This is an optimization exercise on Yosys and OpenROAD, whose aim is small area, not a production implementation.
Only simulation tests tie the RTL to the original design; equivalence was not proved.
Power is estimated from default activity; no workload was simulated.

// P_HV_image
module P_HV_image (clk, reset, scalar, out_p);
input clk, reset;
input [1439:0] scalar;
output [143:0] out_p;
reg  [9:0] nv;
wire [9:0] n      = ~{nv[0],nv[1],nv[2],nv[3],nv[4],nv[5],nv[6],nv[7],nv[8],nv[9]};
wire [9:0] n_next = n + 10'd1;
always @(posedge clk)
    if (reset) nv <= 10'h3ff;
    else       nv <= ~{n_next[0],n_next[1],n_next[2],n_next[3],n_next[4],
                       n_next[5],n_next[6],n_next[7],n_next[8],n_next[9]};
reg  [143:0] qn;
genvar i;
generate
for (i = 0; i < 144; i = i + 1) begin : ch
    vdc_cmp   cmp (.a(scalar[10*i+9:10*i]), .nv(nv), .qn(qn[i]), .y(out_p[i]));
end
endgenerate
always @(posedge clk)
    qn <= ~(out_p & {144{~reset}});
endmodule
For scale: ~2,400 cells after synthesis, roughly 150 flip-flops.
clock: 6.0 ns
lec_check: 0
cap_margin: 20
cell_pad_in_sites_detail_placement: 1
cell_pad_in_sites_global_placement: 1
core_area: 5 5 315 315
cts_buf_list: sky130_fd_sc_hd__clkbuf_4 sky130_fd_sc_hd__clkbuf_8
die_area: 0 0 320 320
place_density: 0.55
slew_margin: 20
synth_hierarchical: 1
synth_minimum_keep_size: 0
standard.sh (not shown) runs the stock make flow with config.mk's settings and CLKGATE_MAP_FILE= SYNTH_SCRIPT=/design/flow/synth_recipe.tcl, a recipe that flattens the netlist after the stock synthesis.
==> flow/flow/run.sh <==
#!/bin/bash
# Standard synthesis, then the standard layout with these changes:
# combinational cells start at their smallest drive strength (downsize.tcl,
# after floorplan; later repair steps size up where timing, slew or
# capacitance need it), the port buffers are buf_1 cells, each channel's
# pins are kept together (io.tcl), and clock tree synthesis adds no dummy
# loads.
set -euo pipefail
W=$(pwd)
bash standard.sh synth > "$W/synth.log" 2>&1
bash standard.sh \
  "POST_FLOORPLAN_TCL=$W/flow/downsize.tcl" \
  "BUFFER_PORTS_ARGS=-buffer_cell sky130_fd_sc_hd__buf_1" \
  "PLACE_PINS_ARGS=-min_distance 1 -min_distance_in_tracks" \
  "PRE_IO_PLACEMENT_TCL=$W/flow/io.tcl" \
  "CTS_ARGS=-sink_clustering_enable -repair_clock_nets -dont_use_dummy_load -buf_list {sky130_fd_sc_hd__clkbuf_4 sky130_fd_sc_hd__clkbuf_8}" \
  finish > "$W/layout.log" 2>&1
==> flow/flow/downsize.tcl <==
# Swap every combinational cell that synthesis gave a drive strength above
# the smallest to the smallest cell of the same function; later repair steps
# size up again wherever timing, slew or capacitance needs it.
set n 0
foreach inst [get_cells *] {
  set m [get_property $inst ref_name]
  if {![regexp {^(sky130_fd_sc_hd__[a-z0-9]+)_([0-9]+)$} $m -> base drv]} { continue }
  if {[regexp {df|dl|sdf|edf|conb|tap|fill|decap} $base]} { continue }
  set cur [get_lib_cells */$m]
  set best ""
  set best_area [get_property $cur area]
  foreach d {0 1 2} {
    if {$d >= $drv} { break }
    set cand [get_lib_cells -quiet */${base}_$d]
    if {$cand eq ""} { continue }
    if {[get_property $cand dont_use]} { continue }
    set a [get_property $cand area]
    if {$a < $best_area} { set best $cand; set best_area $a }
  }
  if {$best ne ""} {
    replace_cell $inst $best
    incr n
  }
}
puts "downsize: swapped $n cells to a smaller drive strength"
==> flow/flow/io.tcl <==
# Keep each channel's pins together, in the order its logic uses them:
# scalar[10*i] .. scalar[10*i+9], then out_p[i].
for {set i 0} {$i < 144} {incr i} {
  set pins {}
  for {set b 0} {$b < 10} {incr b} {
    lappend pins "scalar\[[expr {10 * $i + $b}]\]"
  }
  lappend pins "out_p\[$i\]"
  set_io_pin_constraint -group -order -pin_names $pins
}
The first run ran to the end with no violations.
Change:
--- a/flow/config.mk
+++ b/flow/config.mk
@@ -14 +14 @@
-export PLACE_DENSITY = 0.55
+export PLACE_DENSITY = 0.35
Outcome: The changed run completed with no timing, DRC or antenna violations; non-clock buffer count increases by 29; routed wire length increases by a quarter to a third; utilization increases by 0.62 points; power increases by a few percent; worst setup slack is better by 0.024 ns; synthesized cell count does not change; cell area increases by a few percent; cell count increases slightly; global-route usage increases by 6.7 points; via count increases by a few percent; clock-buffer cell count does not change.
Change:
--- a/flow/config.mk
+++ b/flow/config.mk
@@ -11 +11 @@
-export CORE_AREA = 5 5 315 315
+export CORE_AREA = 5 5 295 295
@@ -13,2 +13,2 @@
-export DIE_AREA = 0 0 320 320
-export PLACE_DENSITY = 0.35
+export DIE_AREA = 0 0 300 300
+export PLACE_DENSITY = 0.6
=> The new run produced a clean layout; via count came out lower by 5.3%; power falls by 5.6%; wire length is lower by about 25%; worst hold slack is about the same.

---

Another version of the RTL of P_HV_image (not shown whole).
Size in the first run: about 2700 cells after synthesis, about 1600 I/O pins, ~21000 sq um of cells after synthesis.
clock: 6.0 ns
lec_check: 0
cap_margin: 20
cell_pad_in_sites_detail_placement: 1
cell_pad_in_sites_global_placement: 1
core_area: 5 5 315 315
cts_buf_list: sky130_fd_sc_hd__clkbuf_4 sky130_fd_sc_hd__clkbuf_8
cts_cluster_diameter: 120
cts_cluster_size: 30
die_area: 0 0 320 320
place_density: 0.35
slew_margin: 20
synth_hierarchical: 1
synth_minimum_keep_size: 0
==> flow/flow/run.sh <==
#!/bin/bash
# Standard synthesis, then the standard layout with two changes:
# combinational cells start at their smallest drive strength (downsize.tcl,
# after floorplan; later repair steps size up where timing, slew or
# capacitance need it), the port buffers are buf_1 cells, and each channel's
# pins are kept together (io.tcl).
set -euo pipefail
W=$(pwd)
bash standard.sh synth > "$W/synth.log" 2>&1
bash standard.sh \
  "POST_FLOORPLAN_TCL=$W/flow/downsize.tcl" \
  "BUFFER_PORTS_ARGS=-buffer_cell sky130_fd_sc_hd__buf_1" \
  "PLACE_PINS_ARGS=-min_distance 1 -min_distance_in_tracks" \
  "PRE_IO_PLACEMENT_TCL=$W/flow/io.tcl" \
  finish > "$W/layout.log" 2>&1
Scripts as last shown in full above: flow/flow/downsize.tcl, flow/flow/io.tcl
==> next run, changes <==
--- a/flow/flow/run.sh
+++ b/flow/flow/run.sh
@@ -5,2 +5,3 @@
-# capacitance need it), the port buffers are buf_1 cells, and each channel's
-# pins are kept together (io.tcl).
+# capacitance need it), the port buffers are buf_1 cells, each channel's
+# pins are kept together (io.tcl), and clock tree synthesis adds no dummy
+# loads.
@@ -14,0 +16 @@
+  "CTS_ARGS=-sink_clustering_enable -repair_clock_nets -dont_use_dummy_load -buf_list {sky130_fd_sc_hd__clkbuf_4 sky130_fd_sc_hd__clkbuf_8}" \
Settings changed: CTS_CLUSTER_DIAMETER 120 to default, CTS_CLUSTER_SIZE 30 to default.
Outcome:
- wire length barely changes
- design area shrinks by 0.55%
- final cell count is about the same
- area after synthesis does not change
- total power drops by 4.7%
- setup slack gains 17 ps
- first-iteration DRC count rises by 8.9%
- utilization is lower by 0.16 points
- die area does not change
- global-route usage barely changes
- sequential share of layout area is about the same

separate check: timing with driven ports:
Ports are ideal in the flow. The routed layouts listed here were re-timed in OpenROAD. Step 1 assumes that a clkbuf_16 drives the clock port and a buf_2 every other input. Step 2 times the ports against the registers' clock, not the clock port: input delays grow and output delays shrink by t, the midpoint of the rising clock arrivals with the driver on. Slacks: ideal ports / drivers / drivers and shift; pairs: ideal ports / drivers.
run | t, ns | setup slack, ns | worst hold slack (ns) | worst setup path after step 2
the first run of note 1 | 0.576 | 0.109 / 0.052 / 0.183 | 0.482 / 0.482 / 0.482 | input to output
the second run of note 1 | 0.597 | 0.132 / 0.068 / 0.068 | 0.480 / 0.480 / 0.480 | input to output
the third run of note 1 | 0.574 | 0.120 / 0.064 / 0.183 | 0.480 / 0.480 / 0.480 | input to output
the first run of note 2 | 0.601 | 0.190 / 0.147 / 0.147 | 0.496 / 0.496 / 0.496 | input to output
the second run of note 2 | 0.599 | 0.207 / 0.148 / 0.148 | 0.494 / 0.494 / 0.494 | input to output
After both steps every run listed still meets setup and hold. For the second run of note 1, which loses most, drivers alone change the setup slack by -0.064 ns; drivers and shift together by -0.064 ns.
